What follows belongs to an exercise in optimizing a design on an open flow for small area and a short achievable clock period; a production flow would make more cautious choices. The RTL was checked by simulation tests, not by an equivalence proof against the original design.

==> v39: inputs <==
## mips_core
module mips_core(
    inst_addr,
    inst,
    mem_addr,
    mem_data_out,
    mem_data_in,
    mem_write_en,
    halted,
    clk,
    rst_b
);
==> module alu, before the edit <==
module alu (
    data1,
    data2,
    shift_amount,
    alu_select,
    is_div,
    result
);
    input [31:0] data1;
    input [31:0] data2;
    input [4:0] shift_amount;
    input [5:0] alu_select;
    input is_div;                 
    output [31:0] result;
    reg [31:0] other;
    wire signed [31:0] signed_data1 = data1;
    wire signed [31:0] signed_data2 = data2;
    wire [31:0] product;
    bmul multiplier(.a(data1), .b(data2), .p(product));
    wire [31:0] quotient;
    rdiv divider(.a(data1), .b(data2), .q(quotient));
    always @(*) begin
        other = 0;
        case(alu_select)
            6'b000000 : other = data1 ^ data2;                        
            6'b000001 : other = data1 | data2;                        
            6'b000010 : other = ~(data1 | data2);                      
            6'b000011 : other = data1 & data2;                        
            6'b000100 : other = signed_data1 + signed_data2;          
            6'b000101 : other = signed_data1 - signed_data2;          
            6'b000110 : other = data2 + data1;                        
            6'b000111 : other = data1 - data2;                        
            6'b001000 : other = product;                              
            6'b001010 : other = data2 << shift_amount;                
            6'b001011 : other = data2 << data1;                       
            6'b001100 : other = data2 >> shift_amount;                
            6'b001101 : other = data2 >> data1;                       
            6'b001110 : other = signed_data2 >>> shift_amount;                      
            6'b001111 : other = {31'b0, signed_data1 < signed_data2};                        
            6'b010000 : other = 1;                                    
            6'b010001 : other = 1;                                    
            6'b010010 : other = {31'b0, signed_data1 < signed_data2};                    
            6'b010011 : other = data2 << 16;                        
            6'b010100 : other = 32'b0;                                  
            6'b010101 : other = data1;                              
            default: ;
        endcase
    end
    assign result = is_div ? quotient : other;
endmodule
==> module bmul, before the edit <==
module bmul (
    input  [31:0] a,
    input  [31:0] b,
    output [31:0] p
);
    wire [32:0] bx = {b, 1'b0};
    wire [31:0] pp [0:15];
    wire [31:0] negs;
    genvar i;
    generate
        for (i = 0; i < 16; i = i + 1) begin : row
            wire [2:0] t = bx[2*i+2:2*i];
            wire one = t[0] ^ t[1];
            wire two = (t == 3'b011) | (t == 3'b100);
            wire neg = t[2] & ~(t[1] & t[0]);
            localparam integer WI = 32 - 2 * i;
            wire [WI-1:0] ax = a[WI-1:0];
            wire [WI-1:0] a2 = {a[WI-2:0], 1'b0};
            wire [WI-1:0] mag = ({WI{one}} & ax) | ({WI{two}} & a2);
            wire [WI-1:0] sel = mag ^ {WI{neg}};
            if (i == 0) begin : r0
                assign pp[i] = sel;
            end else begin : rn
                assign pp[i] = {sel, {(2*i){1'b0}}};
            end
            assign negs[2*i] = neg;
            assign negs[2*i+1] = 1'b0;
        end
    endgenerate
    assign p = pp[0] + pp[1] + pp[2] + pp[3] + pp[4] + pp[5] + pp[6] + pp[7]
             + pp[8] + pp[9] + pp[10] + pp[11] + pp[12] + pp[13] + pp[14] + pp[15] + negs;
endmodule
export LEC_CHECK = 0
export ABC_AREA = 1
export CAP_MARGIN = 35
export CORE_MARGIN = 2
export CORE_UTILIZATION = 40
export PLACE_DENSITY = 0.6
export SLEW_MARGIN = 30
create_clock -name core_clock -period 92.0 [get_ports {clk}]
run.sh (not shown) runs the stock make flow with config.mk's settings and CLKGATE_MAP_FILE= SYNTH_SCRIPT=/design/flow/synth_recipe.tcl, a recipe that flattens the netlist after the stock synthesis.
==> v1 (differences from v39) <==
--- a/flow/design.v
+++ b/flow/design.v
@@ -1,57 +1,54 @@
 module alu (
     data1,
     data2,
     shift_amount,
     alu_select,
-    is_div,
     result
 );
     input [31:0] data1;
     input [31:0] data2;
     input [4:0] shift_amount;
     input [5:0] alu_select;
-    input is_div;                 
-    output [31:0] result;
-    reg [31:0] other;
+    output reg [31:0] result;
     wire signed [31:0] signed_data1 = data1;
     wire signed [31:0] signed_data2 = data2;
     wire [31:0] product;
     bmul multiplier(.a(data1), .b(data2), .p(product));
     wire [31:0] quotient;
     rdiv divider(.a(data1), .b(data2), .q(quotient));
     always @(*) begin
-        other = 0;
+        result = 0;
         case(alu_select)
-            6'b000000 : other = data1 ^ data2;                        
-            6'b000001 : other = data1 | data2;                        
-            6'b000010 : other = ~(data1 | data2);                      
-            6'b000011 : other = data1 & data2;                        
-            6'b000100 : other = signed_data1 + signed_data2;          
-            6'b000101 : other = signed_data1 - signed_data2;          
-            6'b000110 : other = data2 + data1;                        
-            6'b000111 : other = data1 - data2;                        
-            6'b001000 : other = product;                              
-            6'b001010 : other = data2 << shift_amount;                
-            6'b001011 : other = data2 << data1;                       
-            6'b001100 : other = data2 >> shift_amount;                
-            6'b001101 : other = data2 >> data1;                       
-            6'b001110 : other = signed_data2 >>> shift_amount;                      
-            6'b001111 : other = {31'b0, signed_data1 < signed_data2};                        
-            6'b010000 : other = 1;                                    
-            6'b010001 : other = 1;                                    
-            6'b010010 : other = {31'b0, signed_data1 < signed_data2};                    
-            6'b010011 : other = data2 << 16;                        
-            6'b010100 : other = 32'b0;                                  
-            6'b010101 : other = data1;                              
+            6'b000000 : result = data1 ^ data2;                        
+            6'b000001 : result = data1 | data2;                        
+            6'b000010 : result = ~(data1 | data2);                      
+            6'b000011 : result = data1 & data2;                        
+            6'b000100 : result = signed_data1 + signed_data2;          
+            6'b000101 : result = signed_data1 - signed_data2;          
+            6'b000110 : result = data2 + data1;                        
+            6'b000111 : result = data1 - data2;                        
+            6'b001000 : result = product;                              
+            6'b001001 : result = quotient;                          
+            6'b001010 : result = data2 << shift_amount;                
+            6'b001011 : result = data2 << data1;                       
+            6'b001100 : result = data2 >> shift_amount;                
+            6'b001101 : result = data2 >> data1;                       
+            6'b001110 : result = signed_data2 >>> shift_amount;                      
+            6'b001111 : result = {31'b0, signed_data1 < signed_data2};                        
+            6'b010000 : result = 1;                                    
+            6'b010001 : result = 1;                                    
+            6'b010010 : result = {31'b0, signed_data1 < signed_data2};                    
+            6'b010011 : result = data2 << 16;                        
+            6'b010100 : result = 32'b0;                                  
+            6'b010101 : result = data1;                              
             default: ;
         endcase
     end
-    assign result = is_div ? quotient : other;
 endmodule
 module rdiv (
     input  [31:0] a,
     input  [31:0] b,
     output [31:0] q
 );
     wire an = a[31], bn = b[31];
     wire [31:0] ua = an ? -a : a;
@@ -967,54 +964,50 @@
     rst_b,
     mem_to_reg_in,
     reg_write_en_in,
     write_register_in,
     val1_in,
     val2_in,
     rt_data_in,
     alu_select_in,
-    is_div_in,
     shift_amount_in,
     jal_in,
     b_in,
     is_load_in,
     cache_en_in,
     halted_in,
     fwd1_in,
     fwd2_in,
     fwds_in,
     mem_to_reg,
     reg_write_en,
     write_register,
     val1_out,
     val2_out,
     rt_data,
     alu_select,
-    is_div,
     shift_amount,
     jal,
     b,
     is_load,
     cache_en,
     halted,
     fwd1,
     fwd2,
     fwds
 );
     input clk, rst_b, mem_to_reg_in, reg_write_en_in, jal_in, b_in, is_load_in, cache_en_in, halted_in;
     input [4:0] write_register_in, shift_amount_in;
     input [5:0] alu_select_in;
-    input is_div_in;
     input [31:0] val1_in, val2_in, rt_data_in;
     input [1:0] fwd1_in, fwd2_in, fwds_in;
     output reg mem_to_reg, reg_write_en, jal, b, is_load, cache_en, halted;
     output reg [4:0] write_register, shift_amount;
     output reg [5:0] alu_select;
-    output reg is_div;
     output reg [31:0] val1_out, val2_out, rt_data;
     output reg [1:0] fwd1, fwd2, fwds;
     always @(posedge clk, negedge rst_b) begin
         if (rst_b == 1'b0) begin
             {mem_to_reg, reg_write_en, jal, b, is_load, cache_en, halted, fwd1, fwd2, fwds} <= 0;
         end
         else begin
             mem_to_reg <= mem_to_reg_in;
@@ -1028,17 +1021,16 @@
             fwd2 <= fwd2_in;
             fwds <= fwds_in;
         end
     end
     always @(posedge clk) begin
         write_register <= write_register_in;
         shift_amount <= shift_amount_in;
         alu_select <= alu_select_in;
-        is_div <= is_div_in;
         val1_out <= val1_in;
         val2_out <= val2_in;
         rt_data <= rt_data_in;
     end
 endmodule
 module EXEStage (
     val1,
     val2,
@@ -1046,26 +1038,24 @@
     alu_result_MEM,
     rd_data_WB,
     fwd1,
     fwd2,
     fwds,
     jal,
     is_load,
     alu_select,
-    is_div,
     shift_amount,
     alu_result,
     aux
 );
     input [31:0] val1, val2, rt_data, alu_result_MEM, rd_data_WB;
     input [1:0] fwd1, fwd2, fwds;
     input jal, is_load;
     input [5:0] alu_select;
-    input is_div;
     input [4:0] shift_amount;
     output [31:0] alu_result;
     output [31:0] aux;
     reg [31:0] alu_input1, alu_input2, store_val;
     always @(*) begin
         case (fwd1)
             2'b01: alu_input1 = alu_result_MEM;
             2'b10: alu_input1 = rd_data_WB;
@@ -1083,17 +1073,16 @@
         endcase
     end
     assign aux = jal ? val2 : (is_load ? rt_data : store_val);
     alu alu(
         .data1(alu_input1),
         .data2(alu_input2),
         .shift_amount(shift_amount),
         .alu_select(alu_select),
-        .is_div(is_div),
         .result(alu_result)
     );
 endmodule
 module EXE2MEM (
     clk,
     rst_b,
     mem_to_reg_in,
     reg_write_en_in,
@@ -1268,17 +1257,16 @@
     wire prog_fl_chg_tkn_ID;
     wire mem_to_reg_ID, reg_write_en_ID, b_ID, jal_ID, is_load_ID, cache_en_ID, halted_ID;
     wire [5:0] alu_select_ID, opcode_ID, inst_func_ID;
     wire [4:0] rs_num_ID, rt_num_ID, src2_forwarding_ID, write_register_ID, shift_amount_ID;
     wire [31:0] val1_ID, val2_ID, rs_data_ID, rt_data_ID;
     wire [1:0] fwd1_ID, fwd2_ID, fwds_ID;
     wire mem_to_reg_EXE, reg_write_en_EXE, b_EXE, jal_EXE, is_load_EXE, cache_en_EXE, halted_EXE;
     wire [5:0] alu_select_EXE;
-    wire is_div_EXE;
     wire [4:0] write_register_EXE, shift_amount_EXE;
     wire [31:0] val1_EXE, val2_EXE, rt_data_EXE;
     wire [1:0] fwd1_EXE, fwd2_EXE, fwds_EXE;
     wire [31:0] alu_result_EXE, aux_EXE;
     wire mem_to_reg_MEM, reg_write_en_MEM, b_MEM, jal_MEM, is_load_MEM, cache_en_MEM;
     wire [4:0] write_register_MEM;
     wire [31:0] alu_result_MEM, aux_MEM, cache_data_out_MEM, rd_data_MEM;
     wire reg_write_en_WB;
@@ -1344,34 +1332,32 @@
         .rst_b(rst_b),
         .mem_to_reg_in(mem_to_reg_ID),
         .reg_write_en_in(reg_write_en_ID),
         .write_register_in(write_register_ID),
         .val1_in(val1_ID),
         .val2_in(val2_ID),
         .rt_data_in(rt_data_ID),
         .alu_select_in(alu_select_ID),
-        .is_div_in(alu_select_ID == 6'b001001),
         .shift_amount_in(shift_amount_ID),
         .jal_in(jal_ID),
         .b_in(b_ID),
         .is_load_in(is_load_ID),
         .cache_en_in(cache_en_ID),
         .halted_in(halted_ID),
         .fwd1_in(fwd1_ID),
         .fwd2_in(fwd2_ID),
         .fwds_in(fwds_ID),
         .mem_to_reg(mem_to_reg_EXE),
         .reg_write_en(reg_write_en_EXE),
         .write_register(write_register_EXE),
         .val1_out(val1_EXE),
         .val2_out(val2_EXE),
         .rt_data(rt_data_EXE),
         .alu_select(alu_select_EXE),
-        .is_div(is_div_EXE),
         .shift_amount(shift_amount_EXE),
         .jal(jal_EXE),
         .b(b_EXE),
         .is_load(is_load_EXE),
         .cache_en(cache_en_EXE),
         .halted(halted_EXE),
         .fwd1(fwd1_EXE),
         .fwd2(fwd2_EXE),
@@ -1384,17 +1370,16 @@
         .alu_result_MEM(alu_result_MEM),
         .rd_data_WB(rd_data_WB),
         .fwd1(fwd1_EXE),
         .fwd2(fwd2_EXE),
         .fwds(fwds_EXE),
         .jal(jal_EXE),
         .is_load(is_load_EXE),
         .alu_select(alu_select_EXE),
-        .is_div(is_div_EXE),
         .shift_amount(shift_amount_EXE),
         .alu_result(alu_result_EXE),
         .aux(aux_EXE)
     );
     EXE2MEM exe2mem(
         .clk(clk),
         .rst_b(rst_b),
         .mem_to_reg_in(mem_to_reg_EXE),
==> flow/flow/run.sh (new file) <==
#!/bin/bash
# The standard layout (standard.sh), with timing repair asked to overfix
# setup by a margin: the divider paths already meet the clock, and without a
# margin repair_timing leaves them at minimum size.
set -e
export SETUP_SLACK_MARGIN=58
bash standard.sh > standard.log 2>&1
==> flow/standard.sh (new file) <==
#!/bin/bash
# synth_recipe.tcl (not shown) runs the flow's synth.tcl, then flattens the netlist and writes it again
# the make line also repeats each setting of config.mk as NAME=value (left out here)
make -C /OpenROAD-flow-scripts/flow DESIGN_CONFIG=/design/flow/config.mk WORK_HOME=/design/flow/orfs CLKGATE_MAP_FILE= SYNTH_SCRIPT=/design/flow/synth_recipe.tcl "${@:-finish}"
- CORE_UTILIZATION: 40 -> 55
- PLACE_DENSITY: 0.6 -> 0.7
removed: flow/run.sh
==> v7 (differences from v39) <==
--- a/flow/design.v
+++ b/flow/design.v
@@ -10,18 +10,17 @@
     input [31:0] data2;
     input [4:0] shift_amount;
     input [5:0] alu_select;
     input is_div;                 
     output [31:0] result;
     reg [31:0] other;
     wire signed [31:0] signed_data1 = data1;
     wire signed [31:0] signed_data2 = data2;
-    wire [31:0] product;
-    bmul multiplier(.a(data1), .b(data2), .p(product));
+    wire [31:0] product = signed_data1 * signed_data2;
     wire [31:0] quotient;
     rdiv divider(.a(data1), .b(data2), .q(quotient));
     always @(*) begin
         other = 0;
         case(alu_select)
             6'b000000 : other = data1 ^ data2;                        
             6'b000001 : other = data1 | data2;                        
             6'b000010 : other = ~(data1 | data2);                      
@@ -116,48 +115,16 @@
         end
     endgenerate
     wire [28:0] nhi = -uq[31:3];
     wire [2:0] m3 = uq[2:0];
     wire [31:0] nq = (m3 == 3'd0) ? {nhi, 3'b000} : {~uq[31:3], 3'd0 - m3};
     wire bz = (b == 32'b0);
     assign q = bz ? 32'b0 : (an ^ bn) ? nq : uq;
 endmodule
-module bmul (
-    input  [31:0] a,
-    input  [31:0] b,
-    output [31:0] p
-);
-    wire [32:0] bx = {b, 1'b0};
-    wire [31:0] pp [0:15];
-    wire [31:0] negs;
-    genvar i;
-    generate
-        for (i = 0; i < 16; i = i + 1) begin : row
-            wire [2:0] t = bx[2*i+2:2*i];
-            wire one = t[0] ^ t[1];
-            wire two = (t == 3'b011) | (t == 3'b100);
-            wire neg = t[2] & ~(t[1] & t[0]);
-            localparam integer WI = 32 - 2 * i;
-            wire [WI-1:0] ax = a[WI-1:0];
-            wire [WI-1:0] a2 = {a[WI-2:0], 1'b0};
-            wire [WI-1:0] mag = ({WI{one}} & ax) | ({WI{two}} & a2);
-            wire [WI-1:0] sel = mag ^ {WI{neg}};
-            if (i == 0) begin : r0
-                assign pp[i] = sel;
-            end else begin : rn
-                assign pp[i] = {sel, {(2*i){1'b0}}};
-            end
-            assign negs[2*i] = neg;
-            assign negs[2*i+1] = 1'b0;
-        end
-    endgenerate
-    assign p = pp[0] + pp[1] + pp[2] + pp[3] + pp[4] + pp[5] + pp[6] + pp[7]
-             + pp[8] + pp[9] + pp[10] + pp[11] + pp[12] + pp[13] + pp[14] + pp[15] + negs;
-endmodule
 module alu_ctrl (
     funct,
     alu_op,
     alu_select
 );
     input [5:0] funct;
     input [4:0] alu_op;
     output reg [5:0] alu_select;
==> flow/flow/run.sh (new file) <==
#!/bin/bash
# The standard layout (standard.sh), with timing repair asked to overfix
# setup by a margin: the divider paths already meet the clock, and without a
# margin repair_timing leaves them at minimum size.
set -e
export SETUP_SLACK_MARGIN=58
bash standard.sh > standard.log 2>&1
==> flow/standard.sh (new file) <==
#!/bin/bash
# synth_recipe.tcl (not shown) runs the flow's synth.tcl, then flattens the netlist and writes it again
# the make line also repeats each setting of config.mk as NAME=value (left out here)
make -C /OpenROAD-flow-scripts/flow DESIGN_CONFIG=/design/flow/config.mk WORK_HOME=/design/flow/orfs CLKGATE_MAP_FILE= SYNTH_SCRIPT=/design/flow/synth_recipe.tcl "${@:-finish}"
removed: flow/run.sh
==> out/metrics.yaml <==
setup_path:
  critPathCapture: "exe2mem.alu_result[12]$_DFF_P_"
  critPathBufInv: 39
finish:
  sh_seq_area_pct: 30.2
  fin_nets: 27500
sta:
  max_slew_margin_pct: 22.7
drt:
  vias: 197000
outcome:
  status: "no timing/DRC/antenna violations"
clock_tree:
  cts.sinks: 2417
die:
  fp-row-count: 257
Source of the figures above: v7

==> out/metrics.yaml <==
die:
  fp-row-count: 252
sta:
  max_slew_margin_pct: 22.4
finish:
  sh_seq_area_pct: 33.1
  fin_nets: 25200
drt:
  vias: 185000
outcome:
  status: "no timing/DRC/antenna violations"
min_path:
  hold_path_depth: 0
clock_tree:
  cts.sinks: 2417
Source of the figures above: v39

==> out/metrics.yaml <==
outcome:
  status: "no timing/DRC/antenna violations"
clock_tree:
  numCtsBuffers: 244
  cts.sinks: 2416
finish:
  inverters_excl_clock: 2121
  sh_seq_area_pct: 31.5
  fin_nets: 25800
setup_path:
  critPathCapture: "exe2mem.alu_result[19]$_DFF_P_"
  r2r_slack_ns: 54.67
  critPathBufInv: 43
drt:
  vias: 196000
die:
  fp-row-count: 215
logic_synthesis:
  synthDistinctLibCells: 94
Source of the figures above: v1

[re-timing with driven ports]
The results above use ideal ports. As a check the final layouts listed here were re-extracted and re-timed, cells and wires unchanged.
Step 1: set_driving_cell puts a clkbuf_16 on clk and a buf_2 on each other input, an assumption about the parent block.
Step 2 also shifts input and output timing later by t, the mid clock arrival at the registers, as if the neighbouring blocks saw the same clock.
Three values: ideal, step 1, step 2; two values: the first two.
run | t (ns) | setup WS [ns] | worst hold slack (ns)
v39 | 1.060 | 39.105 / 39.105 / 39.105 | 0.402 / 0.402 / 0.402
v1 | 1.100 | 54.667 / 54.667 / 54.667 | 0.349 / 0.349 / 0.349
v7 | 1.053 | 58.788 / 58.788 / 58.788 | 0.365 / 0.365 / 0.365
After both steps setup and hold are still met in every run listed.
